This design comes from an exercise in tuning for small area, a short achievable clock period and few clock cycles on the open sky130 flow, not from production work.
In this exercise RTL edits were held to simulation tests only and were not proved equivalent to the original.
Power and IR drop assume default switching activity.

==> flow/design.v <==
module DIV(
  input         clock,
  input         reset,
  output        io_in_ready,
  input         io_in_valid,
  input         io_in_bits_ctrl_flow_divw,
  input         io_in_bits_ctrl_flow_div_signed,
  input         io_in_bits_ctrl_flow_flush,
  input  [31:0] io_in_bits_ctrl_data_src1,
  input  [31:0] io_in_bits_ctrl_data_src2,
  input         io_out_ready,
  output        io_out_valid,
  output [31:0] io_out_bits_result_quotient,
  output [31:0] io_out_bits_result_remainder
);
  localparam [2:0] S_LOAD = 3'd0, S_ALIGN = 3'd1, S_ITER = 3'd2,
                   S_RESTORE = 3'd3, S_DONE = 3'd4;
  function [1:0] lz2(input [1:0] v);
    lz2 = {~v[1] & ~v[0], ~v[1]};
  endfunction
  function [2:0] lz4(input [3:0] v);
    reg [1:0] h, l;
    begin
      h = lz2(v[3:2]); l = lz2(v[1:0]);
      lz4 = {h[1] & l[1], h[1], h[1] ? l[0] : h[0]};
    end
  endfunction
  function [3:0] lz8(input [7:0] v);
    reg [2:0] h, l;
    begin
      h = lz4(v[7:4]); l = lz4(v[3:0]);
      lz8 = {h[2] & l[2], h[2], h[2] ? l[1:0] : h[1:0]};
    end
  endfunction
  function [4:0] lz16(input [15:0] v);
    reg [3:0] h, l;
    begin
      h = lz8(v[15:8]); l = lz8(v[7:0]);
      lz16 = {h[3] & l[3], h[3], h[3] ? l[2:0] : h[2:0]};
    end
  endfunction
  function [5:0] lzc32(input [31:0] v);
    reg [4:0] h, l;
    begin
      h = lz16(v[31:16]); l = lz16(v[15:0]);
      lzc32 = (h[4] & l[4]) ? 6'd32 : {1'b0, h[4], h[4] ? l[3:0] : h[3:0]};
    end
  endfunction
  wire [31:0] a  = io_in_bits_ctrl_data_src1;
  wire [31:0] b  = io_in_bits_ctrl_data_src2;
  wire        sg = io_in_bits_ctrl_flow_div_signed;
  wire        go = io_in_valid & ~io_in_bits_ctrl_flow_flush;
  reg  [2:0]  state;
  reg         done;    
  reg  [32:0] X;       
  reg  [32:0] E;       
  reg  [31:0] Q;       
  reg  [4:0]  cnt;     
  reg  [5:0]  la, lb;  
  reg         neg_a;   
  reg         neg_q;   
  wire        sa  = sg & a[31];
  wire        sb  = sg & b[31];
  wire        nq  = sa ^ sb;
  wire [31:0] ap  = sa ? {~a[30:0], 1'b1} : a;
  wire [31:0] bp  = b ^ {32{sb}};
  wire [5:0]  lza = lzc32(ap);
  wire [5:0]  lzb = lzc32(bp);
  wire        dz  = (b == 32'd0);
  wire [31:0] sm1 = ap  | {1'b0, ap[31:1]};
  wire [31:0] sm2 = sm1 | {2'b0, sm1[31:2]};
  wire [31:0] sm4 = sm2 | {4'b0, sm2[31:4]};
  wire [31:0] sm8 = sm4 | {8'b0, sm4[31:8]};
  wire [31:0] sma = sm8 | {16'b0, sm8[31:16]};
  wire        short = |(bp & ~sma);
  wire [31:0] qdz = (sg & ~a[31]) ? 32'd1 : 32'hffffffff;
  wire [6:0]  sfull = {1'b0, lb} - {1'b0, la};
  wire [4:0]  s   = (sfull[5] | sfull[4:0] == 5'd31) ? 5'd31 : sfull[4:0];
  wire [32:0] Esh = (E << s) ^ {33{~neg_q}};
  wire        cin = ~neg_q;
  wire [33:0] T1  = {X, 1'b1} + {E, cin};
  wire [32:0] T   = T1[33:1];
  wire        tz  = &((X ^ E) ~^ {X[31:0] | E[31:0], cin});
  wire        acc = neg_a ? (T[32] | tz) : ~T[32];
  wire        stp = (state == S_ALIGN) ? neg_q : (state != S_LOAD);
  wire        xen = acc & stp;
  always @(posedge clock) begin
    if (reset) begin
      state <= S_LOAD;
      done  <= 1'b0;
    end else if (!go) begin
      state <= S_LOAD;
      done  <= 1'b0;
    end else begin
      case (state)
        S_LOAD: begin
          state <= (dz | short) ? S_DONE : S_ALIGN;
          done  <= dz | short;
        end
        S_ALIGN: begin
          state <= (neg_q & ~acc) ? S_RESTORE : S_ITER;
          done  <= 1'b0;
        end
        S_ITER: begin
          state <= (cnt == 5'd0) ? S_DONE : S_ITER;
          done  <= (cnt == 5'd0);
        end
        S_RESTORE: begin
          state <= S_DONE;
          done  <= 1'b1;
        end
        default: begin
          state <= S_LOAD;
          done  <= 1'b0;
        end
      endcase
    end
  end
  always @(posedge clock) begin
    la <= lza;
    lb <= lzb;
    case (state)
      S_LOAD: begin
        X     <= {sa, a};
        E     <= {sb, b};
        Q     <= dz ? qdz : 32'd0;
        neg_a <= sa;
        neg_q <= nq;
      end
      S_ALIGN: begin
        if (xen) X <= T;
        Q   <= {32{neg_q}};
        E   <= Esh;
        cnt <= s;
      end
      S_RESTORE: begin
        Q   <= 32'd0;
        E   <= {E[32], E[32:1]};
        cnt <= cnt - 5'd1;
      end
      default: begin
        if (xen) X <= T;
        Q   <= {Q[30:0], acc ^ neg_q};
        E   <= {E[32], E[32:1]};
        cnt <= cnt - 5'd1;
      end
    endcase
  end
  assign io_in_ready = 1'b1;
  assign io_out_valid = done;
  assign io_out_bits_result_quotient = Q;
  assign io_out_bits_result_remainder = X[31:0];
endmodule
==> flow/run.sh <==
#!/bin/bash
# synth_recipe.tcl (not shown) runs the flow's synth.tcl, then flattens the netlist and writes it again
# the make line also repeats each setting of config.mk as NAME=value (left out here)
make -C /OpenROAD-flow-scripts/flow DESIGN_CONFIG=/design/flow/config.mk WORK_HOME=/design/flow/orfs CLKGATE_MAP_FILE= SYNTH_SCRIPT=/design/flow/synth_recipe.tcl finish
==> flow/config.mk <==
export PLATFORM = sky130hd
export DESIGN_NAME = DIV
export DESIGN_NICKNAME = DIV
export VERILOG_FILES = /design/flow/design.v
export SDC_FILE = /design/flow/constraint.sdc
export NUM_CORES = 4
export LEC_CHECK = 0
export ABC_AREA = 1
export ABC_CLOCK_PERIOD_IN_PS = 3000
export CAP_MARGIN = 20
export CORE_MARGIN = 2
export CORE_UTILIZATION = 40
export PLACE_DENSITY = 0.6
export SETUP_SLACK_MARGIN = 4.4
export SLEW_MARGIN = 20
==> flow/constraint.sdc <==
create_clock -name core_clock -period 8.0 [get_ports {clock}]
set_input_delay 1.6000 -clock core_clock [delete_from_list [all_inputs] [get_ports {clock}]]
set_output_delay 1.6000 -clock core_clock [all_outputs]
set_load 0.01 [all_outputs]
==> reports/metrics.csv, run 1 <==
stage;metric;value;unit
outcome;status;timing/DRC/antenna clean;
synth;area fraction in compound gates after synthesis;15.0;%
sta;minimum setup slack in the final design;4.49;ns
drt;final routed wire length divided by cell count;20.2;um
worst_hold_path;kind of path behind the tightest hold check;flop to flop;
global_routing;total global routing track utilization;30.1;%
synth;mapped cell area;11700;um^2
final_layout;area occupied by multi-input gates;7580;um^2
synth;xor/xnor share of the synthesized area;4.71;%
critical_path;start-to-end type of the worst setup path;input port to flop;
floorplanning;top-level port count;137;
floorplanning;horizontal die dimension;175;um
sta;final count of hold timing violations;0;
global_routing;maximum number of pins on one net before global-route repair;60;
synth;area leader, netlist;nand2_1;
synth;FF+latch count, synth;121;
critical_path;Req. time, crit path;8.37;ns
global_routing;grt ovf;0;
final_layout;fraction of layout cells with a size suffix above 1;6.72;%
floorplanning;die outline area;30700;um^2
sta;period utilization;43.9;%
place;pre-CTS setup slack;2.99;ns
clocking;number of hold buffers added after cts;0;
critical_path;worst path arrival time;3.88;ns
synth;portion of the post-synthesis area used by sequential elements;24.2;%
critical_path;type of element capturing the critical path;flop;
drt;Routed WL;47.1;mm
sta;max-slew violation count;0;
drt;remaining antenna violation count after routing;0;
synth;top_reg_cell synth;dfxtp_1;
synth;ranking of synthesized cells by area;nand2_1 (16%), dfxtp_1 (14%), edfxtp_1 (11%), nand3_1 (10%), inv_1 (7.9%);
drt;number of vias after detailed routing;12974;
clocking;clock-pin slew of the registers on the worst-case setup and hold paths;0.07;ns
global_routing;antenna violations before repair;2;
floorplanning;number of rows in the core area;62;
critical_path;launching element type of the critical path;input port;
floorplanning;standard cell core area;28800;um^2
flow_run;number of maximum-capacitance violations;0;
floorplanning;initial core utilization;40.7;%
clocking;number of clock buffers inserted by TritonCTS;17;
sta;transition time of the tightest slew-check pin;0.901;ns
sta;# setup viols final;0;
sta;post-route minimum period;3.51;ns
final_layout;Final nets;2079;
place;count of input and output buffers;133;
synth;Ys Warns;1;
synth;adder and majority cell fraction of the synthesized area;7.92;%
power_and_ir_drop;Power Density;247;nW/um^2
clocking;number of H-tree branching levels;4;
clocking;Longest Clk Path Bufs;2;
clocking;TritonCTS clock tree;done;
synth;async set-reset flop share out of synthesis;0;%
sta;Final Hold Slack;0.460;ns
drt;number of DRC violations after detailed routing;0;
sta;RSZ-0062 raised after global routing;true;
drt;Initial DRC Count;1801;
power_and_ir_drop;total power after layout;3.43;mW
final_layout;Register Area;2830;um^2
final_layout;utilization of the core after routing;48.3;%
sta;Max transition margin;40.0;%
synth;combinational family with the most area after synthesis;simple AND/OR/NAND/NOR gates;
global_routing;first-pass GRT wire length;70.0;mm
final_layout;highest-count cells in the layout ignoring fill and taps;nand2_1 (486), inv_1 (246), nand3_1 (245);
floorplanning;Die Span Y;175;um
place;HPWL reported at the end of detailed placement;36.0;mm
place;final weighted congestion of routability-driven global placement;0.985;
synth;proportion of synthesized area in mux cells;0;%
sta;Peak Freq;0.285;GHz
sta;Setup Total Neg Slack;0;ns
clocking;total number of clock tree sinks;121;
synth;mean cell area of the mapped netlist;6.27;um^2
synth;post-synthesis simple-gate area fraction;34.9;%
drt;length of the first detailed-routing pass in iterations;8;
final_layout;number of antenna cells inserted;0;
synth;count of flip-flops with a built-in enable after synthesis;41;
drt;vias per cell;5.56;
critical_path;largest fanout on the critical path;31;
synth;number of instances in the synthesized netlist;1869;
clocking;master cell of the clock root buffer;clkbuf_16;
power_and_ir_drop;Lkg Pwr;6.32;nW
synth;net count after synthesis;2013;
power_and_ir_drop;worst supply voltage drop on vdd;153;uV
final_layout;Area growth syn-to-layout;18.6;%
synth;post-synth top area share;15.6;%
final_layout;most common cell after layout, fill and taps aside;nand2_1;
synth;count of unique library cells instantiated by Yosys;51;
final_layout;fillers;3027;
sta;Clock Skews;0.0157;ns
global_routing;via count of the first global-routing pass;11912;
clocking;Skew-Pair Late Insertion Delay;0.45;ns
## metal layers
layer | GRT usage [%] | part of all wire, %
met1 | 41.3 | 43
met2 | 46.2 | 43
met3 | 5.24 | 8.7
met4 | 13.1 | 4.4
met5 | 0 | 0
## registers in the layout (all words and copies together) (netlist names)
| signal | flops |
|---|---|
| E | 33 |
| X | 33 |
| Q | 32 |
| la | 6 |
| lb | 6 |
| cnt | 5 |
| state | 3 |
| done | 1 |
| neg_a | 1 |
| neg_q | 1 |
## path summary, 6_finish.rpt
kind	startpoint	end	slack [ns]	depth (start not counted)
max	io_in_bits_ctrl_flow_div_signed	state[2]	4.49	15
max reg2reg	X[15]	Q[0]	4.54	16
min	Q[19]	Q[20]	0.46	2
min reg2reg	Q[19]	Q[20]	0.46	2
## cells in the mapped netlist (all sizes together) (6+ instances only)
master and n:
a21o 6, a21oi 90, buf 66, clkbuf 37
dfxtp 80, edfxtp 41, ha 71, inv 254
nand2 493, nand3 250, nand4 26, nor2 111
nor3 25, nor4 9, o211ai 12, o21ai 173
o22ai 9, or2 12, xnor2 21, xor2 42
## where the power goes
part | internal, mW | total, mW | leakage, nW | switching (mW)
sequential | 0.716 | 0.803 | 1.09 | 0.0870
combinational | 0.595 | 1.82 | 4.94 | 1.22
clock | 0.422 | 0.807 | 0.293 | 0.385
## what timing repair did
action                                  CTS  global route
gates resized for setup                  31            35
pin swaps                                 2             5
endpoints found under the setup margin   79            74
gates cloned                              1             3
setup buffers                             0             3
## metrics by stage
| stage | instance area, um^2 | cells |
|---|---|---|
| floorplan | 11700 | 1869 |
| global placement | 13000 | 2293 |
| detailed placement | 13000 | 2293 |
| CTS | 13800 | 2326 |
| global route | 13900 | 2332 |
| finish | 13900 | 2332 |
## final cells by class
| type | count | area share [%] |
|---|---|---|
| flip-flops and latches | 121 | 20.4 |
| repair buffers | 146 | 10.2 |
| clock buffers | 17 | 3.06 |
| repair inverters | 1 | 0.0540 |
| clock inverters | 15 | 1.22 |
| well taps | 384 | 3.46 |
| multi-input cells | 1393 | 54.6 |
| inverters | 255 | 6.99 |
## worst max-delay path, cell delays in order
cell and delay, ns:
buf_4 0.27, nand2_8 0.22, o21ai_1 0.27, nand2_2 0.17, nor2_4 0.19, nand2_2 0.12
nor2_4 0.16, nand2_2 0.10, nor2_4 0.20, nand2_1 0.08, nand2_1 0.07, inv_1 0.04
nand3_2 0.12, o21ai_2 0.11, a21oi_1 0.16
## cell families after synthesis
family	Yosys count
other	1
buffers and inverters	358
AND/OR/NAND/NOR	933
adder cells (fa/ha/maj)	73
flip-flops	121
XOR/XNOR	63
AO/OA/AOI/OAI	320
Testbench counts, summed over its fixed seeds: cycles 16,913.
==> run 2, diff against run 1 <==
--- a/flow/config.mk
+++ b/flow/config.mk
@@ -5,7 +5,6 @@
 export SDC_FILE = /design/flow/constraint.sdc
 export NUM_CORES = 4
 export LEC_CHECK = 0
-export ABC_AREA = 1
 export ABC_CLOCK_PERIOD_IN_PS = 3000
 export CAP_MARGIN = 20
 export CORE_MARGIN = 2
==> reports/metrics.csv, run 2 <==
stage;metric;value;unit
outcome;status;timing/DRC/antenna clean;
clocking;TritonCTS clock tree;done;
final_layout;utilization of the core after routing;51.6;%
global_routing;grt ovf;0;
clocking;Longest Clk Path Bufs;2;
critical_path;largest incremental delay on the critical path;0.58;ns
drt;number of DRC violations after detailed routing;0;
sta;Final Hold Slack;0.451;ns
synth;top_reg_cell synth;dfxtp_1;
global_routing;met3 Resource Use GR;6.23;%
drt;vias per cell;6.33;
worst_hold_path;kind of path behind the tightest hold check;flop to flop;
critical_path;start-to-end type of the worst setup path;flop to flop;
critical_path;series of cell instances along the critical path;xnor2_2 > nand2_1 > a21oi_2 > nor2_4 > mux2i_1 > mux2i_1 > o2bb2ai_1 > a211oi_1 > mux2i_1 > nand2_1;
final_layout;biggest regs;E x33, X x33, Q x32;
synth;area leader, netlist;dfxtp_1;
critical_path;Critical Path Slowest Stage Cell;xnor2_2;
critical_path;launching element type of the critical path;flop;
final_layout;Final nets;1881;
sta;period utilization;46.2;%
critical_path;setup slack on the worst flop-to-flop path;4.31;ns
clocking;number of hold buffers added after cts;0;
floorplanning;horizontal die dimension;179;um
synth;portion of the post-synthesis area used by sequential elements;23.1;%
flow_run;number of maximum-capacitance violations;0;
place;count of input and output buffers;133;
floorplanning;Die Span Y;179;um
sta;Clock Skews;0.0118;ns
clocking;number of H-tree branching levels;4;
floorplanning;standard cell core area;30400;um^2
global_routing;antenna violations before repair;0;
final_layout;area occupied by multi-input gates;9190;um^2
sta;max-slew violation count;0;
clocking;total number of clock tree sinks;121;
floorplanning;number of rows in the core area;64;
synth;ranking of synthesized cells by area;dfxtp_1 (13%), edfxtp_1 (10%), ha_1 (7.2%), nand2_1 (5.3%), a21oi_1 (4.7%);
final_layout;fillers;2987;
synth;count of unique library cells instantiated by Yosys;97;
floorplanning;initial core utilization;40.4;%
drt;Initial DRC Count;1769;
synth;most numerous cell in the Yosys netlist;nand2_1;
power_and_ir_drop;worst supply voltage drop on vdd;159;uV
synth;list of most frequent post-synthesis cells;nand2_1 (174), a21oi_1 (116), o21ai_0 (116);
clocking;clock-pin slew of the registers on the worst-case setup and hold paths;0.07;ns
synth;Ys Warns;1;
synth;net count after synthesis;1776;
sta;final count of hold timing violations;0;
floorplanning;top-level port count;137;
global_routing;met1 usage;42.3;%
sta;Max transition margin;29.4;%
critical_path;Req. time, crit path;8.31;ns
drt;number of vias after detailed routing;13580;
synth;post-synth top area share;13.0;%
place;final weighted congestion of routability-driven global placement;0.955;
critical_path;largest fanout on the critical path;9;
place;placed instance count;2045;
drt;remaining antenna violation count after routing;0;
sta;RSZ-0062 raised after global routing;true;
synth;mapped cell area;12300;um^2
sta;Setup Total Neg Slack;0;ns
critical_path;cell occurring most often along the worst timing path;mux2i_1;
final_layout;highest-count cells in the layout ignoring fill and taps;nand2_1 (166), o21ai_0 (110), inv_1 (109), a21oi_1 (109), nor2_1 (108);
clocking;number of clock buffers inserted by TritonCTS;17;
final_layout;most common cell after layout, fill and taps aside;nand2_1;
power_and_ir_drop;Power Density;225;nW/um^2
floorplanning;die outline area;32100;um^2
drt;final routed wire length divided by cell count;24.0;um
final_layout;Area growth syn-to-layout;28.0;%
global_routing;met2 GRT Util;48.6;%
sta;Peak Freq;0.271;GHz
global_routing;GR peak layer;met2;
synth;mean cell area of the mapped netlist;7.52;um^2
sta;minimum setup slack in the final design;4.31;ns
synth;FF+latch count, synth;121;
power_and_ir_drop;Lkg Pwr;6.73;nW
final_layout;Cell Count, Final, Fillers Out;2146;
sta;post-route minimum period;3.69;ns
place;HPWL reported at the end of detailed placement;37.5;mm
global_routing;via count of the first global-routing pass;12383;
global_routing;maximum number of pins on one net before global-route repair;61;
final_layout;number of antenna cells inserted;0;
global_routing;first-pass GRT wire length;75.3;mm
critical_path;Worst Path Buf+Inv;0;
critical_path;cell family with most CP delay;compound AO/OA/AOI/OAI gates;
critical_path;type of element capturing the critical path;flop;
final_layout;fraction of layout cells with a size suffix above 1;16.8;%
drt;Routed WL;51.6;mm
global_routing;total global routing track utilization;31.3;%
clocking;Skew-Pair Late Insertion Delay;0.44;ns
final_layout;Register Area;2880;um^2
drt;length of the first detailed-routing pass in iterations;6;
critical_path;worst path arrival time;4.00;ns
synth;async set-reset flop share out of synthesis;0;%
sta;# setup viols final;0;
sta;transition time of the tightest slew-check pin;1.04;ns
place;pre-CTS setup slack;1.87;ns
synth;number of instances in the synthesized netlist;1632;
synth;count of flip-flops with a built-in enable after synthesis;41;
clocking;master cell of the clock root buffer;clkbuf_16;
[run 2: timing repair]
item / CTS / global route
pin swaps: 25 / 31
setup buffers: 24 / 39
cloned: 4 / 2
resized for setup: 183 / 85
endpoints found under the setup margin: 115 / 122
[run 2: report_power, final]
| part | internal (mW) | switching [mW] |
|---|---|---|
| clock network | 0.421 | 0.376 |
| registers | 0.722 | 0.0980 |
| logic | 0.775 | 1.15 |
| total | 1.92 | 1.62 |
[run 2: per-layer routing]
layer | wire length (um) | vias up
met5 | 0 | -
li1 | - | 6151
met2 | 23000 | 767
met1 | 21500 | 6523
met3 | 4620 | 139
met4 | 2460 | 0
[run 2: area by class of cell]
type | count | share of cell area, %
timing repair buffer | 216 | 13.3
inverter | 115 | 2.95
timing repair inverter | 1 | 0.0717
multi-input combinational | 1265 | 58.5
sequential | 121 | 18.3
clock inverter | 15 | 1.09
tap | 396 | 3.15
clock buffer | 17 | 2.71
[run 2: cells by family (layout without fill, tap and decap cells)]
group / Yosys count / count (layout) / share of synthesized area (%)
other: 1 / 1 / 0.0305
AO/OA/AOI/OAI: 539 / 539 / 29.5
multiplexers: 63 / 63 / 5.54
adder cells (fa/ha/maj): 73 / 73 / 7.56
buffers and inverters: 248 / 364 / 8.89
AND/OR/NAND/NOR: 505 / 507 / 19.5
flip-flops: 121 / 121 / 23.1
XOR/XNOR: 82 / 82 / 5.91
[run 2: worst paths after layout]
| path | start | end | cells past startpoint |
|---|---|---|---|
| max reg2reg | la[5] | E[18] | 10 |
| min reg2reg | Q[18] | Q[19] | 1 |
| max | la[5] | E[18] | 10 |
| min | Q[18] | Q[19] | 1 |
[run 2: worst reg2reg max path, cell delays in order, from the launching register on]
cell and delay (ns):
dfxtp_1 0.35, xnor2_2 0.59, nand2_1 0.25, a21oi_2 0.52, nor2_4 0.17, mux2i_1 0.31, mux2i_1 0.22, o2bb2ai_1 0.27
a211oi_1 0.36, mux2i_1 0.41, nand2_1 0.10
[run 2: stage by stage]
step,power (mW),area (um^2)
after CTS,3.40,15100
after global routing,3.69,15700
final,3.54,15700
after detailed placement,2.48,13600
after global placement,2.47,13600
after floorplan,1.96,12300
==> run 3, diff against run 2 <==
--- a/flow/design.v
+++ b/flow/design.v
@@ -63,7 +63,7 @@
   wire        sb  = sg & b[31];
   wire        nq  = sa ^ sb;
   wire [31:0] ap  = sa ? {~a[30:0], 1'b1} : a;
-  wire [31:0] bp  = b ^ {32{sb}};
+  wire [31:0] bp  = sb ? {~b[31:1], 1'b1} : b;
   wire [5:0]  lza = lzc32(ap);
   wire [5:0]  lzb = lzc32(bp);
   wire        dz  = (b == 32'd0);
@@ -74,9 +74,13 @@
   wire [31:0] sma = sm8 | {16'b0, sm8[31:16]};
   wire        short = |(bp & ~sma);
   wire [31:0] qdz = (sg & ~a[31]) ? 32'd1 : 32'hffffffff;
-  wire [6:0]  sfull = {1'b0, lb} - {1'b0, la};
-  wire [4:0]  s   = (sfull[5] | sfull[4:0] == 5'd31) ? 5'd31 : sfull[4:0];
-  wire [32:0] Esh = (E << s) ^ {33{~neg_q}};
+  wire [4:0]  s   = lb[4:0] - la[4:0];
+  wire        f   = ~neg_q;
+  wire [32:0] sh1 = s[0] ? {E[31:0], f}               : E;
+  wire [32:0] sh2 = s[1] ? {sh1[30:0], {2{f}}}        : sh1;
+  wire [32:0] sh3 = s[2] ? {sh2[28:0], {4{f}}}        : sh2;
+  wire [32:0] sh4 = s[3] ? {sh3[24:0], {8{f}}}        : sh3;
+  wire [32:0] Esh = s[4] ? {sh4[16:0], {16{f}}}       : sh4;
   wire        cin = ~neg_q;
   wire [33:0] T1  = {X, 1'b1} + {E, cin};
   wire [32:0] T   = T1[33:1];
@@ -122,7 +126,7 @@
     case (state)
       S_LOAD: begin
         X     <= {sa, a};
-        E     <= {sb, b};
+        E     <= {sb, b} ^ {33{~nq}};    
         Q     <= dz ? qdz : 32'd0;
         neg_a <= sa;
         neg_q <= nq;
--- a/flow/config.mk
+++ b/flow/config.mk
@@ -5,6 +5,7 @@
 export SDC_FILE = /design/flow/constraint.sdc
 export NUM_CORES = 4
 export LEC_CHECK = 0
+export ABC_AREA = 1
 export ABC_CLOCK_PERIOD_IN_PS = 3000
 export CAP_MARGIN = 20
 export CORE_MARGIN = 2
==> reports/metrics.csv, run 3 <==
stage;metric;value;unit
outcome;status;timing/DRC/antenna clean;
floorplanning;initial core utilization;40.3;%
synth;count of flip-flops with a built-in enable after synthesis;42;
synth;ranking of synthesized cells by area;nand2_1 (17%), dfxtp_1 (13%), edfxtp_1 (11%), ha_1 (7.4%), inv_1 (7.4%);
final_layout;highest-count cells in the layout ignoring fill and taps;nand2_1 (520), inv_1 (230), o21ai_0 (157);
final_layout;Area growth syn-to-layout;18.8;%
synth;most numerous cell in the Yosys netlist;nand2_1;
sta;Max transition margin;54.0;%
clocking;TritonCTS clock tree;done;
global_routing;maximum number of pins on one net before global-route repair;66;
drt;final routed wire length divided by cell count;19.9;um
synth;net count after synthesis;2032;
drt;Routed WL;46.9;mm
clocking;total number of clock tree sinks;119;
global_routing;antenna violations before repair;2;
drt;remaining antenna violation count after routing;0;
place;count of input and output buffers;133;
power_and_ir_drop;worst supply voltage drop on vdd;150;uV
sta;minimum setup slack in the final design;4.53;ns
sta;Peak Freq;0.288;GHz
sta;Clock Skews;0.0128;ns
clocking;clock-pin slew of the registers on the worst-case setup and hold paths;0.06;ns
final_layout;fraction of layout cells with a size suffix above 1;6.19;%
sta;max-slew violation count;0;
floorplanning;number of rows in the core area;63;
synth;portion of the post-synthesis area used by sequential elements;23.6;%
clocking;number of hold buffers added after cts;0;
synth;mapped cell area;11900;um^2
critical_path;reg-to-reg endpoint;X[14];
synth;area leader, netlist;nand2_1;
final_layout;biggest regs;E x33, X x33, Q x32;
drt;Initial DRC Count;1147;
drt;highest layer used for signal routing;met4;
critical_path;start-to-end type of the worst setup path;input port to flop;
place;HPWL reported at the end of detailed placement;37.7;mm
floorplanning;standard cell core area;29500;um^2
floorplanning;top-level port count;137;
worst_hold_path;Worst Hold Path Cells;2;
final_layout;Final nets;2101;
drt;M1 WL;21.0;mm
critical_path;setup slack on the worst flop-to-flop path;4.62;ns
critical_path;largest fanout on the critical path;24;
critical_path;Worst R2R Start;E[3];
synth;Ys Warns;1;
clocking;number of clock buffers inserted by TritonCTS;17;
worst_hold_path;WHS Endpoint;Q[22];
synth;list of most frequent post-synthesis cells;nand2_1 (526), inv_1 (233), o21ai_0 (158);
final_layout;number of antenna cells inserted;0;
final_layout;fillers;3093;
synth;FF+latch count, synth;119;
floorplanning;Die Span Y;176;um
clocking;master cell of the clock root buffer;clkbuf_16;
synth;number of instances in the synthesized netlist;1888;
power_and_ir_drop;Lkg Pwr;6.63;nW
flow_run;number of maximum-capacitance violations;0;
sta;post-route minimum period;3.47;ns
critical_path;launching element type of the critical path;input port;
sta;transition time of the tightest slew-check pin;0.688;ns
critical_path;length in cells of the worst reg-to-reg path;17;
synth;post-synth top area share;16.6;%
worst_hold_path;Hold Startpoint;Q[21];
place;pre-CTS setup slack;2.41;ns
critical_path;worst path arrival time;3.78;ns
synth;mean cell area of the mapped netlist;6.30;um^2
sta;final count of hold timing violations;0;
floorplanning;die outline area;31100;um^2
drt;met3 routed WL;2.90;mm
drt;routed wl met2;21.4;mm
clocking;number of H-tree branching levels;4;
synth;top_reg_cell synth;dfxtp_1;
drt;number of DRC violations after detailed routing;0;
global_routing;grt ovf;0;
sta;# setup viols final;0;
clocking;Skew-Pair Late Insertion Delay;0.43;ns
synth;count of unique library cells instantiated by Yosys;50;
global_routing;via count of the first global-routing pass;11906;
floorplanning;horizontal die dimension;176;um
synth;async set-reset flop share out of synthesis;0;%
critical_path;Req. time, crit path;8.32;ns
clocking;Longest Clk Path Bufs;2;
drt;vias per cell;5.44;
drt;number of vias after detailed routing;12848;
worst_hold_path;kind of path behind the tightest hold check;flop to flop;
power_and_ir_drop;Power Density;241;nW/um^2
final_layout;most common cell after layout, fill and taps aside;nand2_1;
sta;Setup Total Neg Slack;0;ns
critical_path;type of element capturing the critical path;flop;
sta;period utilization;43.4;%
sta;RSZ-0062 raised after global routing;false;
global_routing;first-pass GRT wire length;70.0;mm
drt;length of the first detailed-routing pass in iterations;6;
place;final weighted congestion of routability-driven global placement;0.960;
global_routing;total global routing track utilization;30.0;%
## run 3: changes by cell type after synthesis, moves of 19 or more
cell / delta
a211oi_1: -19
mux2i_1: -20
o21ai_0: +42
nand3_1: +86
a21o_1: -45
a31oi_1: -20
inv_1: +121
nand2_1: +352
nor3_1: -27
clkbuf_1: -33
a21oi_1: -32
nor2_1: +42
## run 3: stage by stage
step	instance area [um^2]	utilization, %	cells	hold slack (ns)	power (mW)
floorplan	11900	-	1888	0.485	2.01
global placement	13300	45.0	2318	0.454	2.56
detailed placement	13300	45.0	2318	0.462	2.56
CTS	14000	47.4	2353	0.470	3.36
global route	14100	47.9	2360	0.489	3.63
finish	14100	47.9	2360	0.467	3.40
## run 3: worst max-delay path by stage
| stage | start | end | cells after the start |
|---|---|---|---|
| after floorplan | io_in_bits_ctrl_data_src1[31] | done | 17 |
| after global placement | io_in_bits_ctrl_data_src1[31] | done | 17 |
| after detailed placement | io_in_bits_ctrl_data_src1[31] | done | 17 |
| after CTS | E[3] | X[17] | 17 |
| after global routing | io_in_bits_ctrl_data_src1[22] | state[2] | 15 |
| final | io_in_bits_ctrl_data_src1[31] | state[2] | 17 |
## run 3: cell type report
| class | count | area, um^2 | area share (%) |
|---|---|---|---|
| clock buffer | 18 | 450 | 3.19 |
| clock inverter | 14 | 133 | 0.939 |
| inverter | 239 | 905 | 6.41 |
| multi-input combinational | 1427 | 7780 | 55.1 |
| sequential | 119 | 2800 | 19.9 |
| tap | 390 | 488 | 3.46 |
| timing repair buffer | 152 | 1550 | 11.0 |
| timing repair inverter | 1 | 7.51 | 0.0532 |
## run 3: worst max-delay path, cell delays in order
cell      delay (ns)
clkbuf_4        0.39
nand2_8         0.15
buf_8           0.19
nand2_1         0.06
nand2_1         0.11
nand2_1         0.13
inv_1           0.08
nand2_1         0.15
nor2_4          0.07
nand3_1         0.08
nand3_1         0.08
nor2_1          0.17
nand3_1         0.11
nor2_2          0.19
nand2_1         0.07
nand2_1         0.09
a21oi_1         0.07
## run 3: cells by family (layout without fill, tap and decap cells)
| logic type | after synthesis | in the layout | share of synthesized area (%) |
|---|---|---|---|
| and+or+nand+nor | 894 | 897 | 31.3 |
| AOI/OAI and AO/OA | 369 | 369 | 18.1 |
| buffers and inverters | 345 | 424 | 12.4 |
| DFF | 119 | 119 | 23.6 |
| adders and majority gates | 73 | 73 | 7.87 |
| xor gates and xnor gates | 54 | 54 | 3.98 |
| muxes | 33 | 33 | 2.78 |
| other | 1 | 1 | 0.0316 |
## run 3: routing by layer
metal	vias up	track usage, %
li1	6324	-
met1	5956	40.1
met2	486	48.8
met3	82	4.91
met4	0	10.6
met5	-	0
## run 3: repair_timing
item	CTS	global route
pin swaps	0	2
setup endpoints to repair	49	47
cloned	3	3
gates resized for setup	30	21
setup buffers	0	4
## run 3: power breakdown
| part | leakage [nW] | internal (mW) | total, mW | switching, mW |
|---|---|---|---|---|
| clock | 0.290 | 0.453 | 0.783 | 0.330 |
| sequential | 1.07 | 0.721 | 0.819 | 0.0985 |
| combinational | 5.27 | 0.611 | 1.80 | 1.19 |
Testbench counts of run 3, summed over its fixed seeds: cycles 16,908.
==> run 4, diff against run 3 <==
--- a/flow/config.mk
+++ b/flow/config.mk
@@ -11,5 +11,5 @@
 export CORE_MARGIN = 2
 export CORE_UTILIZATION = 40
 export PLACE_DENSITY = 0.6
-export SETUP_SLACK_MARGIN = 4.4
+export SETUP_SLACK_MARGIN = 4.7
 export SLEW_MARGIN = 20
==> reports/metrics.csv, run 4 <==
stage;metric;value;unit
synth;async set-reset flop share out of synthesis;0;%
floorplanning;initial core utilization;40.3;%
place;pre-CTS setup slack;2.41;ns
clocking;TritonCTS clock tree;done;
clocking;number of clock buffers inserted by TritonCTS;17;
critical_path;Critical Path Slowest Stage Cell;clkdlybuf4s50_1;
drt;final routed wire length divided by cell count;20.2;um
critical_path;start-to-end type of the worst setup path;input port to flop;
clocking;total number of clock tree sinks;119;
final_layout;Area growth syn-to-layout;26.1;%
synth;ranking of synthesized cells by area;nand2_1 (17%), dfxtp_1 (13%), edfxtp_1 (11%), ha_1 (7.4%), inv_1 (7.4%);
synth;mean cell area of the mapped netlist;6.30;um^2
global_routing;grt ovf;0;
sta;post-route minimum period;3.27;ns
global_routing;maximum number of pins on one net before global-route repair;66;
final_layout;most common cell after layout, fill and taps aside;nand2_1;
sta;Setup Total Neg Slack;0;ns
sta;max-slew violation count;0;
critical_path;setup slack on the worst flop-to-flop path;4.80;ns
clocking;number of hold buffers added after cts;0;
worst_hold_path;kind of path behind the tightest hold check;flop to flop;
outcome;status;timing/DRC/antenna clean;
sta;Max transition margin;52.8;%
sta;transition time of the tightest slew-check pin;0.706;ns
critical_path;Worst R2R Start;E[1];
place;HPWL reported at the end of detailed placement;37.7;mm
global_routing;antenna violations before repair;2;
drt;remaining antenna violation count after routing;0;
flow_run;number of maximum-capacitance violations;0;
synth;FF+latch count, synth;119;
place;final weighted congestion of routability-driven global placement;0.960;
final_layout;Register Area;2810;um^2
critical_path;cell occurring most often along the worst timing path;nand2_1;
clocking;number of H-tree branching levels;4;
floorplanning;Die Span Y;176;um
synth;area leader, netlist;nand2_1;
worst_hold_path;Hold Startpoint;Q[10];
drt;number of DRC violations after detailed routing;0;
clocking;master cell of the clock root buffer;clkbuf_16;
critical_path;stages on the worst setup path;15;
sta;Clock Skews;0.0123;ns
synth;post-synth top area share;16.6;%
clocking;Longest Clk Path Bufs;2;
final_layout;Final nets;2145;
power_and_ir_drop;Lkg Pwr;7.04;nW
critical_path;cell family with most CP delay;simple AND/OR/NAND/NOR gates;
final_layout;fillers;3001;
clocking;clock-pin slew of the registers on the worst-case setup and hold paths;0.06;ns
final_layout;area occupied by multi-input gates;8250;um^2
sta;minimum setup slack in the final design;4.73;ns
synth;portion of the post-synthesis area used by sequential elements;23.6;%
sta;Peak Freq;0.306;GHz
final_layout;biggest regs;E x33, X x33, Q x32;
critical_path;Worst Path Buf+Inv;2;
drt;vias per cell;5.46;
floorplanning;standard cell core area;29500;um^2
synth;net count after synthesis;2032;
critical_path;reg-to-reg endpoint;X[16];
critical_path;largest incremental delay on the critical path;0.49;ns
worst_hold_path;WHS Endpoint;Q[11];
drt;number of vias after detailed routing;13114;
final_layout;number of antenna cells inserted;0;
drt;Initial DRC Count;1285;
power_and_ir_drop;Power Density;234;nW/um^2
synth;list of most frequent post-synthesis cells;nand2_1 (526), inv_1 (233), o21ai_0 (158);
drt;length of the first detailed-routing pass in iterations;6;
synth;count of flip-flops with a built-in enable after synthesis;42;
global_routing;total global routing track utilization;30.3;%
sta;RSZ-0062 raised after global routing;true;
synth;number of instances in the synthesized netlist;1888;
place;placed instance count;2318;
sta;Final Hold Slack;0.467;ns
drt;Routed WL;48.5;mm
sta;period utilization;40.8;%
final_layout;fraction of layout cells with a size suffix above 1;13.0;%
critical_path;Req. time, crit path;8.37;ns
critical_path;largest fanout on the critical path;3;
synth;top_reg_cell synth;dfxtp_1;
critical_path;length in cells of the worst reg-to-reg path;16;
final_layout;Cell Count, Final, Fillers Out;2404;
place;count of input and output buffers;133;
final_layout;highest-count cells in the layout ignoring fill and taps;nand2_1 (495), inv_1 (215), o21ai_0 (154);
clocking;Skew-Pair Late Insertion Delay;0.43;ns
critical_path;worst path arrival time;3.63;ns
power_and_ir_drop;worst supply voltage drop on vdd;149;uV
final_layout;utilization of the core after routing;50.8;%
critical_path;type of element capturing the critical path;flop;
synth;mapped cell area;11900;um^2
sta;final count of hold timing violations;0;
critical_path;launching element type of the critical path;input port;
synth;count of unique library cells instantiated by Yosys;50;
floorplanning;die outline area;31100;um^2
floorplanning;horizontal die dimension;176;um
critical_path;series of cell instances along the critical path;clkdlybuf4s50_1 > inv_1 > o21ai_4 > nand2_2 > nor2_4 > nand2_1 > nor2_2 > nand3_1 > nand2_1 > nor2_1 > nand2_1 > nor2_2 > nand2_1 > nand2_2 > a21oi_2;
sta;# setup viols final;0;
synth;most numerous cell in the Yosys netlist;nand2_1;
floorplanning;number of rows in the core area;63;
global_routing;first-pass GRT wire length;70.9;mm
floorplanning;top-level port count;137;
synth;Ys Warns;1;
worst_hold_path;Worst Hold Path Cells;2;
global_routing;via count of the first global-routing pass;12067;
==> run 4: worst register-to-register path: cells and delay by family (launching register included) <==
kind	cells	cell delay [ns]
flops	1	0.36
buf+inv	2	0.35
compound gates	3	0.55
fa+ha+maj	1	0.40
simple gates	10	1.27
==> run 4: metrics by stage <==
stage	area [um^2]	total power [mW]
CTS	14300	3.38
finish	15000	3.51
detailed placement	13300	2.56
global placement	13300	2.56
floorplan	11900	2.01
global route	15000	3.74
==> run 4: layer usage <==
layer  vias up  part of all wire [%]  GRT usage (%)
li1       6416                     -              -
met1      6094                    44           40.3
met2       513                    46           48.9
met3        91                   6.2           5.15
met4         0                   3.6           11.9
met5         -                     0              0
==> run 4: kinds of logic after synthesis <==
| family | share of synthesized area [%] |
|---|---|
| multiplexers | 2.78 |
| XOR/XNOR | 3.98 |
| buffers and inverters | 12.4 |
| AND/OR/NAND/NOR | 31.3 |
| adder cells (fa/ha/maj) | 7.87 |
| other | 0.0316 |
| AO/OA/AOI/OAI | 18.1 |
| flip-flops | 23.6 |
==> run 4: how the worst max path moves through the flow <==
| stage | from | to | slack [ns] |
|---|---|---|---|
| floorplan | io_in_bits_ctrl_data_src1[31] | done | 4.87 |
| global placement | io_in_bits_ctrl_data_src1[31] | done | 2.41 |
| detailed placement | io_in_bits_ctrl_data_src1[31] | done | 2.41 |
| CTS | io_in_bits_ctrl_flow_div_signed | done | 4.70 |
| global route | E[1] | X[19] | 4.65 |
| finish | io_in_bits_ctrl_data_src1[10] | state[2] | 4.73 |
==> run 4: repair_timing <==
| item | CTS | global route |
|---|---|---|
| cloned | 7 | 5 |
| buffers inserted | 11 | 31 |
| gates resized for setup | 79 | 126 |
| endpoints found under the setup margin | 114 | 66 |
| pin swaps | 9 | 19 |
==> run 4: layout make-up <==
| type | instances | share of cell area, % |
|---|---|---|
| Clock buffer | 18 | 3.00 |
| Clock inverter | 14 | 0.885 |
| Inverter | 239 | 6.07 |
| Multi-Input combinational cell | 1430 | 55.0 |
| Sequential cell | 119 | 18.7 |
| Tap cell | 390 | 3.26 |
| Timing Repair Buffer | 192 | 12.9 |
| Timing Repair inverter | 2 | 0.0835 |
==> run 4: report_power, final <==
part / total [mW] / switching (mW) / internal (mW)
Combinational: 1.91 / 1.24 / 0.667
Clock: 0.785 / 0.332 / 0.453
Sequential: 0.818 / 0.0959 / 0.722
==> run 5, diff against run 4 <==
--- a/flow/config.mk
+++ b/flow/config.mk
@@ -7,9 +7,10 @@
 export LEC_CHECK = 0
 export ABC_AREA = 1
 export ABC_CLOCK_PERIOD_IN_PS = 3000
-export CAP_MARGIN = 20
+export CAP_MARGIN = 0
 export CORE_MARGIN = 2
 export CORE_UTILIZATION = 40
+export CTS_BUF_LIST = sky130_fd_sc_hd__clkbuf_8
 export PLACE_DENSITY = 0.6
 export SETUP_SLACK_MARGIN = 4.7
-export SLEW_MARGIN = 20
+export SLEW_MARGIN = 0
==> reports/metrics.csv, run 5 <==
stage;metric;value;unit
critical_path;largest incremental delay on the critical path;0.48;ns
synth;mean cell area of the mapped netlist;6.30;um^2
sta;RSZ-0062 raised after global routing;true;
synth;count of unique library cells instantiated by Yosys;50;
synth;async set-reset flop share out of synthesis;0;%
critical_path;worst path arrival time;3.65;ns
final_layout;number of antenna cells inserted;0;
power_and_ir_drop;total power after layout;3.31;mW
place;count of input and output buffers;133;
critical_path;start-to-end type of the worst setup path;input port to flop;
final_layout;biggest regs;E x33, X x33, Q x32;
final_layout;fraction of layout cells with a size suffix above 1;12.6;%
final_layout;Area growth syn-to-layout;24.5;%
power_and_ir_drop;net switching share of the total power;49.5;%
clocking;total number of clock tree sinks;119;
drt;number of vias after detailed routing;13107;
power_and_ir_drop;Power Density;224;nW/um^2
synth;FF+latch count, synth;119;
floorplanning;standard cell core area;29500;um^2
final_layout;Final nets;2142;
drt;remaining antenna violation count after routing;0;
synth;count of flip-flops with a built-in enable after synthesis;42;
critical_path;largest fanout on the critical path;3;
critical_path;launching element type of the critical path;input port;
critical_path;cell occurring most often along the worst timing path;nand2_1;
sta;final count of hold timing violations;0;
global_routing;antenna violations before repair;2;
clocking;number of H-tree branching levels;4;
final_layout;fillers;3032;
sta;transition time of the tightest slew-check pin;0.701;ns
sta;# setup viols final;0;
sta;post-route minimum period;3.25;ns
global_routing;total global routing track utilization;30.2;%
clocking;Longest Clk Path Bufs;2;
final_layout;highest-count cells in the layout ignoring fill and taps;nand2_1 (498), inv_1 (214), o21ai_0 (154);
sta;Peak Freq;0.308;GHz
drt;number of DRC violations after detailed routing;0;
synth;net count after synthesis;2032;
synth;most numerous cell in the Yosys netlist;nand2_1;
clocking;number of hold buffers added after cts;0;
synth;mapped cell area;11900;um^2
global_routing;maximum number of pins on one net before global-route repair;66;
clocking;clock-pin slew of the registers on the worst-case setup and hold paths;0.08;ns
sta;max-slew violation count;0;
critical_path;series of cell instances along the critical path;clkdlybuf4s50_1 > inv_1 > o21ai_4 > nand2_2 > nor2_4 > nand2_1 > nor2_2 > nand3_1 > nand2_1 > nor2_1 > nand2_1 > nor2_2 > nand2_1 > nand2_2 > a21oi_1;
drt;Routed WL;48.4;mm
drt;vias per cell;5.46;
critical_path;Critical Path Slowest Stage Cell;clkdlybuf4s50_1;
worst_hold_path;kind of path behind the tightest hold check;flop to flop;
sta;Setup Total Neg Slack;0;ns
synth;ranking of synthesized cells by area;nand2_1 (17%), dfxtp_1 (13%), edfxtp_1 (11%), ha_1 (7.4%), inv_1 (7.4%);
clocking;master cell of the clock root buffer;clkbuf_8;
power_and_ir_drop;Lkg Pwr;6.97;nW
synth;area leader, netlist;nand2_1;
floorplanning;top-level port count;137;
place;final weighted congestion of routability-driven global placement;0.960;
synth;portion of the post-synthesis area used by sequential elements;23.6;%
sta;period utilization;40.6;%
critical_path;type of element capturing the critical path;flop;
final_layout;most common cell after layout, fill and taps aside;nand2_1;
synth;top_reg_cell synth;dfxtp_1;
power_and_ir_drop;clock network fraction of total power;17.7;%
floorplanning;horizontal die dimension;176;um
power_and_ir_drop;sequential group share of total power;24.6;%
synth;Ys Warns;1;
drt;Initial DRC Count;1292;
clocking;Skew-Pair Late Insertion Delay;0.47;ns
clocking;TritonCTS clock tree;done;
floorplanning;initial core utilization;40.3;%
synth;post-synth top area share;16.6;%
sta;Clock Skews;0.0192;ns
power_and_ir_drop;cell internal power dissipation;1.67;mW
critical_path;Req. time, crit path;8.40;ns
drt;length of the first detailed-routing pass in iterations;8;
floorplanning;die outline area;31100;um^2
global_routing;first-pass GRT wire length;70.5;mm
clocking;number of clock buffers inserted by TritonCTS;17;
drt;final routed wire length divided by cell count;20.2;um
synth;list of most frequent post-synthesis cells;nand2_1 (526), inv_1 (233), o21ai_0 (158);
final_layout;Register Area;2810;um^2
outcome;status;timing/DRC/antenna clean;
power_and_ir_drop;Logic pwr share;57.7;%
power_and_ir_drop;worst supply voltage drop on vdd;116;uV
synth;number of instances in the synthesized netlist;1888;
power_and_ir_drop;net switching power of the design;1.64;mW
final_layout;area occupied by multi-input gates;8240;um^2
global_routing;grt ovf;0;
place;HPWL reported at the end of detailed placement;37.7;mm
floorplanning;number of rows in the core area;63;
global_routing;via count of the first global-routing pass;12009;
sta;Max transition margin;53.2;%
flow_run;number of maximum-capacitance violations;0;
floorplanning;Die Span Y;176;um
==> run 5: power groups by stage <==
| stage | Clock [mW] | Combinational [mW] | Sequential [mW] |
|---|---|---|---|
| after floorplan | 0 | 1.22 | 0.785 |
| after global routing | 0.621 | 2.10 | 0.826 |
| after global placement | 0 | 1.73 | 0.832 |
| final | 0.587 | 1.91 | 0.817 |
| after CTS | 0.591 | 1.77 | 0.819 |
| after detailed placement | 0 | 1.73 | 0.833 |
==> run 5: repair_timing <==
| item | in CTS | in global routing |
|---|---|---|
| pin swaps | 6 | 20 |
| gates cloned | 6 | 5 |
| endpoints found under the setup margin | 114 | 60 |
| buffers inserted | 10 | 30 |
| gates resized for setup | 65 | 137 |
==> run 5: cell families (layout without fill, tap and decap cells) <==
family	after synthesis	in the layout	synth area share (%)
XOR/XNOR	54	54	3.98
AND/OR/NAND/NOR	894	900	31.3
adder cells (fa/ha/maj)	73	73	7.87
buffers and inverters	345	462	12.4
other	1	1	0.0316
flip-flops	119	119	23.6
AO/OA/AOI/OAI	369	369	18.1
multiplexers	33	33	2.78
==> run 5: final timing paths <==
kind	from	to	slack [ns]	cells past startpoint
hold / removal	Q[21]	Q[22]	0.47	2
setup reg to reg	E[1]	X[18]	4.78	17
setup / recovery	io_in_bits_ctrl_data_src1[10]	done	4.75	15
hold reg to reg	Q[21]	Q[22]	0.47	2
==> run 5: per-layer routing <==
layer / GRT usage (%) / vias up / part of all wire, %
li1: - / 6404 / -
met1: 40.3 / 6064 / 44
met2: 48.9 / 541 / 46
met3: 5.08 / 98 / 6.4
met4: 11.2 / 0 / 3.7
met5: 0 / - / 0
==> run 5: final cells by class <==
| cell class | instances | area share, % |
|---|---|---|
| clock buffers | 17 | 1.58 |
| inverters | 239 | 6.15 |
| multi-input cells | 1430 | 55.7 |
| clock inverters | 15 | 1.10 |
| repair inverters | 1 | 0.0508 |
| well taps | 390 | 3.30 |
| repair buffers | 190 | 13.1 |
| flip-flops and latches | 119 | 19.0 |
==> run 5: metrics by stage <==
step                worst slack (ns)  cell area, um^2  instances  utilization, %  hold slack, ns
finish                          4.75            14800       2401            50.2           0.470
global route                    4.68            14800       2401            50.2           0.492
CTS                             4.71            14100       2366            47.7           0.472
detailed placement              2.41            13300       2318            45.0           0.462
global placement                2.41            13300       2318            45.0           0.454
floorplan                       4.87            11900       1888               -           0.485
==> run 5: worst max-delay path: cells and delay by family <==
family / cells / cell delay, ns
compound gates: 2 / 0.36
buf+inv: 2 / 0.59
simple gates: 11 / 1.11
==> run 6, diff against run 5 <==
==> flow/flow/run.sh (new file) <==
#!/bin/bash
export BUFFER_PORTS_ARGS="-buffer_cell sky130_fd_sc_hd__buf_1"
bash standard.sh > standard.log 2>&1
==> flow/standard.sh (new file) <==
#!/bin/bash
# synth_recipe.tcl (not shown) runs the flow's synth.tcl, then flattens the netlist and writes it again
# the make line also repeats each setting of config.mk as NAME=value (left out here)
make -C /OpenROAD-flow-scripts/flow DESIGN_CONFIG=/design/flow/config.mk WORK_HOME=/design/flow/orfs CLKGATE_MAP_FILE= SYNTH_SCRIPT=/design/flow/synth_recipe.tcl "${@:-finish}"
--- a/flow/config.mk
+++ b/flow/config.mk
@@ -12,5 +12,5 @@
 export CORE_UTILIZATION = 40
 export CTS_BUF_LIST = sky130_fd_sc_hd__clkbuf_8
 export PLACE_DENSITY = 0.6
-export SETUP_SLACK_MARGIN = 4.7
+export SETUP_SLACK_MARGIN = 5
 export SLEW_MARGIN = 0
removed: flow/run.sh
==> reports/metrics.csv, run 6 <==
stage;metric;value;unit
final_layout;Cell Count, Final, Fillers Out;2428;
global_routing;antenna violations before repair;4;
clocking;number of clock buffers inserted by TritonCTS;17;
sta;RSZ-0062 raised after global routing;true;
sta;final count of hold timing violations;0;
power_and_ir_drop;worst supply voltage drop on vdd;100;uV
synth;ranking of synthesized cells by area;nand2_1 (17%), dfxtp_1 (13%), edfxtp_1 (11%), ha_1 (7.4%), inv_1 (7.4%);
place;placed instance count;2315;
place;HPWL reported at the end of detailed placement;37.7;mm
critical_path;largest fanout on the critical path;8;
critical_path;length in cells of the worst reg-to-reg path;16;
synth;proportion of synthesized area in mux cells;2.78;%
worst_hold_path;Hold Startpoint;Q[30];
synth;list of most frequent post-synthesis cells;nand2_1 (526), inv_1 (233), o21ai_0 (158);
critical_path;start-to-end type of the worst setup path;input port to flop;
synth;mapped cell area;11900;um^2
global_routing;grt ovf;0;
critical_path;reg-to-reg endpoint;X[14];
sta;period utilization;39.0;%
floorplanning;top-level port count;137;
synth;area fraction in compound gates after synthesis;18.1;%
synth;post-synthesis simple-gate area fraction;31.3;%
synth;post-synth top area share;16.6;%
final_layout;number of antenna cells inserted;0;
place;final weighted congestion of routability-driven global placement;0.991;
clocking;Longest Clk Path Bufs;2;
synth;area leader, netlist;nand2_1;
critical_path;Worst R2R Start;E[1];
power_and_ir_drop;Lkg Pwr;6.80;nW
clocking;number of hold buffers added after cts;0;
clocking;number of H-tree branching levels;4;
global_routing;total global routing track utilization;31.3;%
synth;combinational family with the most area after synthesis;simple AND/OR/NAND/NOR gates;
sta;post-route minimum period;3.12;ns
global_routing;first-pass GRT wire length;73.3;mm
synth;count of flip-flops with a built-in enable after synthesis;42;
sta;Max transition margin;56.1;%
clocking;clock-pin slew of the registers on the worst-case setup and hold paths;0.08;ns
global_routing;via count of the first global-routing pass;12472;
critical_path;launching element type of the critical path;input port;
clocking;Skew-Pair Late Insertion Delay;0.46;ns
worst_hold_path;WHS Endpoint;Q[31];
synth;xor/xnor share of the synthesized area;3.98;%
drt;number of vias after detailed routing;13404;
drt;final routed wire length divided by cell count;20.7;um
critical_path;type of element capturing the critical path;flop;
synth;Ys Warns;1;
synth;number of instances in the synthesized netlist;1888;
worst_hold_path;kind of path behind the tightest hold check;flop to flop;
outcome;status;timing/DRC/antenna clean;
worst_hold_path;Worst Hold Path Cells;2;
synth;async set-reset flop share out of synthesis;0;%
sta;Peak Freq;0.321;GHz
synth;most numerous cell in the Yosys netlist;nand2_1;
sta;max-slew violation count;0;
floorplanning;standard cell core area;29500;um^2
sta;Clock Skews;0.0204;ns
synth;count of unique library cells instantiated by Yosys;50;
clocking;TritonCTS clock tree;done;
final_layout;fraction of layout cells with a size suffix above 1;17.9;%
synth;FF+latch count, synth;119;
synth;net count after synthesis;2032;
sta;# setup viols final;0;
sta;transition time of the tightest slew-check pin;0.654;ns
flow_run;number of maximum-capacitance violations;0;
drt;number of DRC violations after detailed routing;0;
critical_path;setup slack on the worst flop-to-flop path;5.04;ns
drt;vias per cell;5.52;
critical_path;worst path arrival time;3.51;ns
floorplanning;initial core utilization;40.3;%
final_layout;Final nets;2169;
final_layout;Area growth syn-to-layout;26.4;%
power_and_ir_drop;Power Density;239;nW/um^2
drt;remaining antenna violation count after routing;0;
clocking;total number of clock tree sinks;119;
final_layout;biggest regs;E x33, X x33, Q x32;
floorplanning;horizontal die dimension;176;um
drt;length of the first detailed-routing pass in iterations;6;
synth;top_reg_cell synth;dfxtp_1;
floorplanning;die outline area;31100;um^2
clocking;master cell of the clock root buffer;clkbuf_8;
final_layout;most common cell after layout, fill and taps aside;nand2_1;
floorplanning;number of rows in the core area;63;
synth;portion of the post-synthesis area used by sequential elements;23.6;%
synth;mean cell area of the mapped netlist;6.30;um^2
floorplanning;Die Span Y;176;um
synth;adder and majority cell fraction of the synthesized area;7.87;%
sta;Setup Total Neg Slack;0;ns
place;count of input and output buffers;133;
critical_path;Req. time, crit path;8.39;ns
final_layout;fillers;3047;
final_layout;highest-count cells in the layout ignoring fill and taps;nand2_1 (473), inv_1 (224), o21ai_0 (147);
global_routing;maximum number of pins on one net before global-route repair;66;
drt;Routed WL;50.2;mm
drt;Initial DRC Count;1407;
run 6: cell counts after synthesis:
Identical to the previous run, type by type.
run 6: cell families (layout without fill, tap and decap cells):
logic type | count (synthesis) | in the layout
xor+xnor | 54 | 54
simple gates | 894 | 904
compound gates | 369 | 369
fa+ha+maj | 73 | 73
mux | 33 | 33
flops | 119 | 119
other cells | 1 | 1
buf+inv | 345 | 485
run 6: worst max-delay path by stage:
stage / cells past startpoint / from / slack, ns / end
finish: 16 / io_in_bits_ctrl_flow_div_signed / 4.88 / state[2]
global route: 16 / io_in_bits_ctrl_flow_div_signed / 4.83 / state[2]
CTS: 16 / io_in_bits_ctrl_flow_div_signed / 5.00 / done
detailed placement: 16 / io_in_bits_ctrl_flow_div_signed / 3.61 / done
global placement: 16 / io_in_bits_ctrl_flow_div_signed / 3.58 / done
floorplan: 16 / io_in_bits_ctrl_data_src1[31] / 4.95 / done
run 6: worst max-delay path, cell delays in order:
cell	delay (ns)
buf_12	0.12
buf_16	0.17
nand2_8	0.11
o21ai_4	0.22
nand2_4	0.08
buf_4	0.15
nor2_4	0.15
and2_4	0.19
nand4_1	0.09
nand2_1	0.08
inv_1	0.04
nand2_1	0.13
nor2_4	0.07
nand2_2	0.08
nand2_2	0.06
a21oi_2	0.16
run 6: cell type report:
| class | count | area (um^2) | area share (%) |
|---|---|---|---|
| multi-input cells | 1434 | 8840 | 58.9 |
| well taps | 390 | 488 | 3.25 |
| flip-flops and latches | 119 | 2830 | 18.8 |
| clock buffers | 18 | 248 | 1.65 |
| repair buffers | 212 | 1420 | 9.48 |
| repair inverters | 2 | 12.5 | 0.0833 |
| inverters | 239 | 926 | 6.17 |
| clock inverters | 14 | 245 | 1.63 |
run 6: repair_timing:
item	4_1_cts	5_1_grt
gates resized for setup	186	119
gates cloned	18	1
setup endpoints to repair	88	81
pin swaps	35	39
setup buffers	32	30
run 6: routing by layer:
layer / share of wire [%] / wire [um] / track usage, % / vias up
met5: 0 / 0 / 0 / -
met4: 3.7 / 1860 / 11.8 / 0
met3: 7.2 / 3630 / 4.97 / 114
met2: 46 / 23300 / 51.1 / 550
met1: 43 / 21400 / 41.5 / 6273
li1: - / - / - / 6467
run 6: per-stage QoR:
stage	worst slack [ns]	cell area, um^2	util [%]	hold WS, ns	total power [mW]
2_1_floorplan	4.95	12000	-	0.485	2.01
3_3_place_gp	3.58	12500	42.4	0.453	2.50
3_5_place_dp	3.61	12500	42.4	0.462	2.50
4_1_cts	5.00	14300	48.4	0.473	3.37
5_1_grt	4.83	15000	50.9	0.495	3.81
6_report	4.88	15000	50.9	0.467	3.60
run 6: report_power, final:
part | internal [mW] | leakage (nW) | switching (mW)
clock | 0.414 | 0.249 | 0.292
sequential | 0.724 | 1.07 | 0.0925
combinational | 0.721 | 5.48 | 1.35
total | 1.86 | 6.80 | 1.74
==> run 7, diff against run 6 <==
--- a/flow/config.mk
+++ b/flow/config.mk
@@ -12,5 +12,5 @@
 export CORE_UTILIZATION = 40
 export CTS_BUF_LIST = sky130_fd_sc_hd__clkbuf_8
 export PLACE_DENSITY = 0.6
-export SETUP_SLACK_MARGIN = 5
+export SETUP_SLACK_MARGIN = 4.4
 export SLEW_MARGIN = 0
==> reports/metrics.csv, run 7 <==
stage;metric;value;unit
sta;Clock Skews;0.0195;ns
drt;vias per cell;5.39;
drt;length of the first detailed-routing pass in iterations;8;
place;final weighted congestion of routability-driven global placement;0.972;
critical_path;length in cells of the worst reg-to-reg path;13;
flow_run;number of maximum-capacitance violations;0;
drt;number of DRC violations after detailed routing;0;
floorplanning;horizontal die dimension;176;um
clocking;master cell of the clock root buffer;clkbuf_8;
critical_path;Worst Setup EP;done;
synth;async set-reset flop share out of synthesis;0;%
final_layout;Cell Count, Final, Fillers Out;2353;
floorplanning;initial core utilization;40.3;%
floorplanning;standard cell core area;29500;um^2
synth;Ys Warns;1;
critical_path;launching element type of the critical path;input port;
final_layout;fillers;3282;
critical_path;cell family with most CP delay;simple AND/OR/NAND/NOR gates;
global_routing;grt ovf;0;
critical_path;largest fanout on the critical path;40;
global_routing;maximum number of pins on one net before global-route repair;66;
power_and_ir_drop;worst supply voltage drop on vdd;108;uV
floorplanning;Die Span Y;176;um
global_routing;first-pass GRT wire length;69.0;mm
synth;top_reg_cell synth;dfxtp_1;
synth;list of most frequent post-synthesis cells;nand2_1 (526), inv_1 (233), o21ai_0 (158);
worst_hold_path;Hold Startpoint;Q[18];
sta;final count of hold timing violations;0;
critical_path;reg-to-reg endpoint;X[14];
place;count of input and output buffers;133;
clocking;clock-pin slew of the registers on the worst-case setup and hold paths;0.08;ns
critical_path;type of element capturing the critical path;flop;
power_and_ir_drop;Lkg Pwr;6.15;nW
drt;Initial DRC Count;1242;
sta;Max transition margin;52.0;%
global_routing;antenna violations before repair;0;
sta;Final Hold Slack;0.468;ns
sta;period utilization;43.8;%
critical_path;Worst Path Buf+Inv;2;
final_layout;fraction of layout cells with a size suffix above 1;5.71;%
drt;number of vias after detailed routing;12692;
floorplanning;die outline area;31100;um^2
drt;Routed WL;46.2;mm
clocking;total number of clock tree sinks;119;
synth;count of flip-flops with a built-in enable after synthesis;42;
critical_path;setup slack on the worst flop-to-flop path;4.68;ns
sta;Setup Total Neg Slack;0;ns
outcome;status;timing/DRC/antenna clean;
floorplanning;top-level port count;137;
final_layout;Final nets;2095;
clocking;TritonCTS clock tree;done;
synth;post-synth top area share;16.6;%
drt;final routed wire length divided by cell count;19.6;um
critical_path;Critical Path Slowest Stage Cell;nor2_1;
sta;post-route minimum period;3.51;ns
place;HPWL reported at the end of detailed placement;37.7;mm
final_layout;number of antenna cells inserted;0;
critical_path;launching element of the worst setup path;io_in_bits_ctrl_flow_div_signed;
global_routing;total global routing track utilization;29.5;%
critical_path;Worst R2R Start;E[19];
drt;remaining antenna violation count after routing;0;
synth;portion of the post-synthesis area used by sequential elements;23.6;%
final_layout;most common cell after layout, fill and taps aside;nand2_1;
sta;Peak Freq;0.285;GHz
clocking;number of hold buffers added after cts;0;
critical_path;largest incremental delay on the critical path;0.27;ns
critical_path;stages on the worst setup path;16;
synth;ranking of synthesized cells by area;nand2_1 (17%), dfxtp_1 (13%), edfxtp_1 (11%), ha_1 (7.4%), inv_1 (7.4%);
synth;net count after synthesis;2032;
global_routing;via count of the first global-routing pass;11680;
synth;area leader, netlist;nand2_1;
power_and_ir_drop;Power Density;244;nW/um^2
critical_path;series of cell instances along the critical path;buf_2 > nand2_8 > buf_12 > o21ai_1 > nand2_1 > nor2_2 > nand2_1 > nor2_1 > nand3_1 > nand2_1 > nor2_1 > nand2_1 > nor2_1 > nand2_1 > nand2_1 > a21oi_1;
sta;# setup viols final;0;
synth;count of unique library cells instantiated by Yosys;50;
critical_path;cell occurring most often along the worst timing path;nand2_1;
clocking;number of clock buffers inserted by TritonCTS;17;
sta;max-slew violation count;0;
power_and_ir_drop;total power after layout;3.19;mW
clocking;number of H-tree branching levels;4;
sta;transition time of the tightest slew-check pin;0.717;ns
floorplanning;number of rows in the core area;63;
final_layout;highest-count cells in the layout ignoring fill and taps;nand2_1 (521), inv_1 (232), o21ai_0 (157);
synth;mean cell area of the mapped netlist;6.30;um^2
worst_hold_path;kind of path behind the tightest hold check;flop to flop;
final_layout;post-route standard cell area excluding fillers;13000;um^2
clocking;Skew-Pair Late Insertion Delay;0.47;ns
synth;mapped cell area;11900;um^2
critical_path;start-to-end type of the worst setup path;input port to flop;
synth;most numerous cell in the Yosys netlist;nand2_1;
sta;RSZ-0062 raised after global routing;false;
clocking;Longest Clk Path Bufs;2;
place;placed instance count;2318;
final_layout;biggest regs;E x33, X x33, Q x32;
final_layout;Area growth syn-to-layout;9.78;%
critical_path;worst path arrival time;3.91;ns
synth;FF+latch count, synth;119;
synth;number of instances in the synthesized netlist;1888;
critical_path;Req. time, crit path;8.40;ns
place;area post-placement;12400;um^2
## run 7: cell counts after synthesis
No cell type changed its count.
## run 7: kinds of logic after synthesis
group,Yosys count,share of synthesized area (%)
other,1,0.0316
buffers and inverters,345,12.4
multiplexers,33,2.78
AO/OA/AOI/OAI,369,18.1
adder cells (fa/ha/maj),73,7.87
AND/OR/NAND/NOR,894,31.3
XOR/XNOR,54,3.98
flip-flops,119,23.6
## run 7: through the flow
step           worst slack (ns)  util, %
2_1_floorplan              4.87        -
3_3_place_gp               2.76     42.2
3_5_place_dp               2.73     42.2
4_1_cts                    4.40     43.9
5_1_grt                    4.41     44.3
6_report                   4.49     44.3
## run 7: final cells by class
type / count / area, um^2 / area share, %
flip-flops and latches: 119 / 2800 / 21.5
clock inverters: 12 / 188 / 1.44
clock buffers: 19 / 262 / 2.00
inverters: 239 / 905 / 6.93
well taps: 390 / 488 / 3.74
repair buffers: 149 / 661 / 5.06
multi-input cells: 1424 / 7730 / 59.3
repair inverters: 1 / 7.51 / 0.0575
## run 7: power by group
group	total (mW)	internal, mW	leakage (nW)	switching, mW
clock	0.653	0.360	0.228	0.293
sequential	0.820	0.720	1.07	0.0996
combinational	1.72	0.538	4.85	1.18
total	3.19	1.62	6.15	1.57
## run 7: what timing repair did
action                                  CTS  global route
buffers inserted                          0             3
pin swaps                                 0             1
endpoints found under the setup margin   76            66
cloned                                    1             0
gates resized for setup                  19            23
## run 7: worst min-delay path: cells and delay by family, from the launching register on
family	cells	cell delay, ns
flops	1	0.31
simple gates	2	0.12
## run 7: how the worst min path moves through the flow
stage / slack (ns) / end / cells past startpoint
after detailed placement: 0.46 / Q[12] / 2
final: 0.47 / Q[19] / 2
after global routing: 0.49 / Q[22] / 2
after CTS: 0.47 / Q[19] / 2
after floorplan: 0.48 / E[16] / 2
after global placement: 0.45 / Q[21] / 2
## run 7: routing by layer
metal | vias to the layer above | share of wire, % | global-route usage [%]
met4 | 0 | 3.0 | 10.1
met5 | - | 0 | 0
met2 | 478 | 46 | 47.9
li1 | 6292 | - | -
met1 | 5852 | 44 | 40.1
met3 | 70 | 6.4 | 4.26

==> re-timing with driven ports <==
The results above use ideal ports. As a check the final layouts listed here were re-extracted and re-timed, cells and wires unchanged. Step 1 sets driving cells, clkbuf_16 on the clock port and buf_2 on the other inputs (assumed; they add their load-dependent delay and slew). Step 2 times the ports against the registers' clock, not the clock port: input delays grow and output delays shrink by t, the midpoint of the rising clock arrivals with the driver on. a / b / c = no drivers / after step 1 / after step 2; a / b = the first two.
run	t, ns	slack for setup (ns)	worst setup path after step 2	latest minus earliest clock arrival (ns)
run 1	0.496	4.487 / 4.518 / 4.022	input to register	0.016 / 0.016
run 2	0.485	4.307 / 4.307 / 4.014	input to register	0.012 / 0.012
run 3	0.477	4.532 / 4.554 / 4.077	input to register	0.014 / 0.014
run 4	0.476	4.734 / 4.762 / 4.286	input to register	0.014 / 0.014
run 5	0.510	4.753 / 4.744 / 4.270	input to register	0.019 / 0.019
run 6	0.499	4.880 / 4.861 / 4.362	input to register	0.021 / 0.021
run 7	0.506	4.492 / 4.515 / 4.009	input to register	0.020 / 0.020
After both steps setup and hold are still met in every run listed. The setup slack of run 6, which loses most, moves by -0.019 ns with the drivers and by -0.518 ns with both steps.
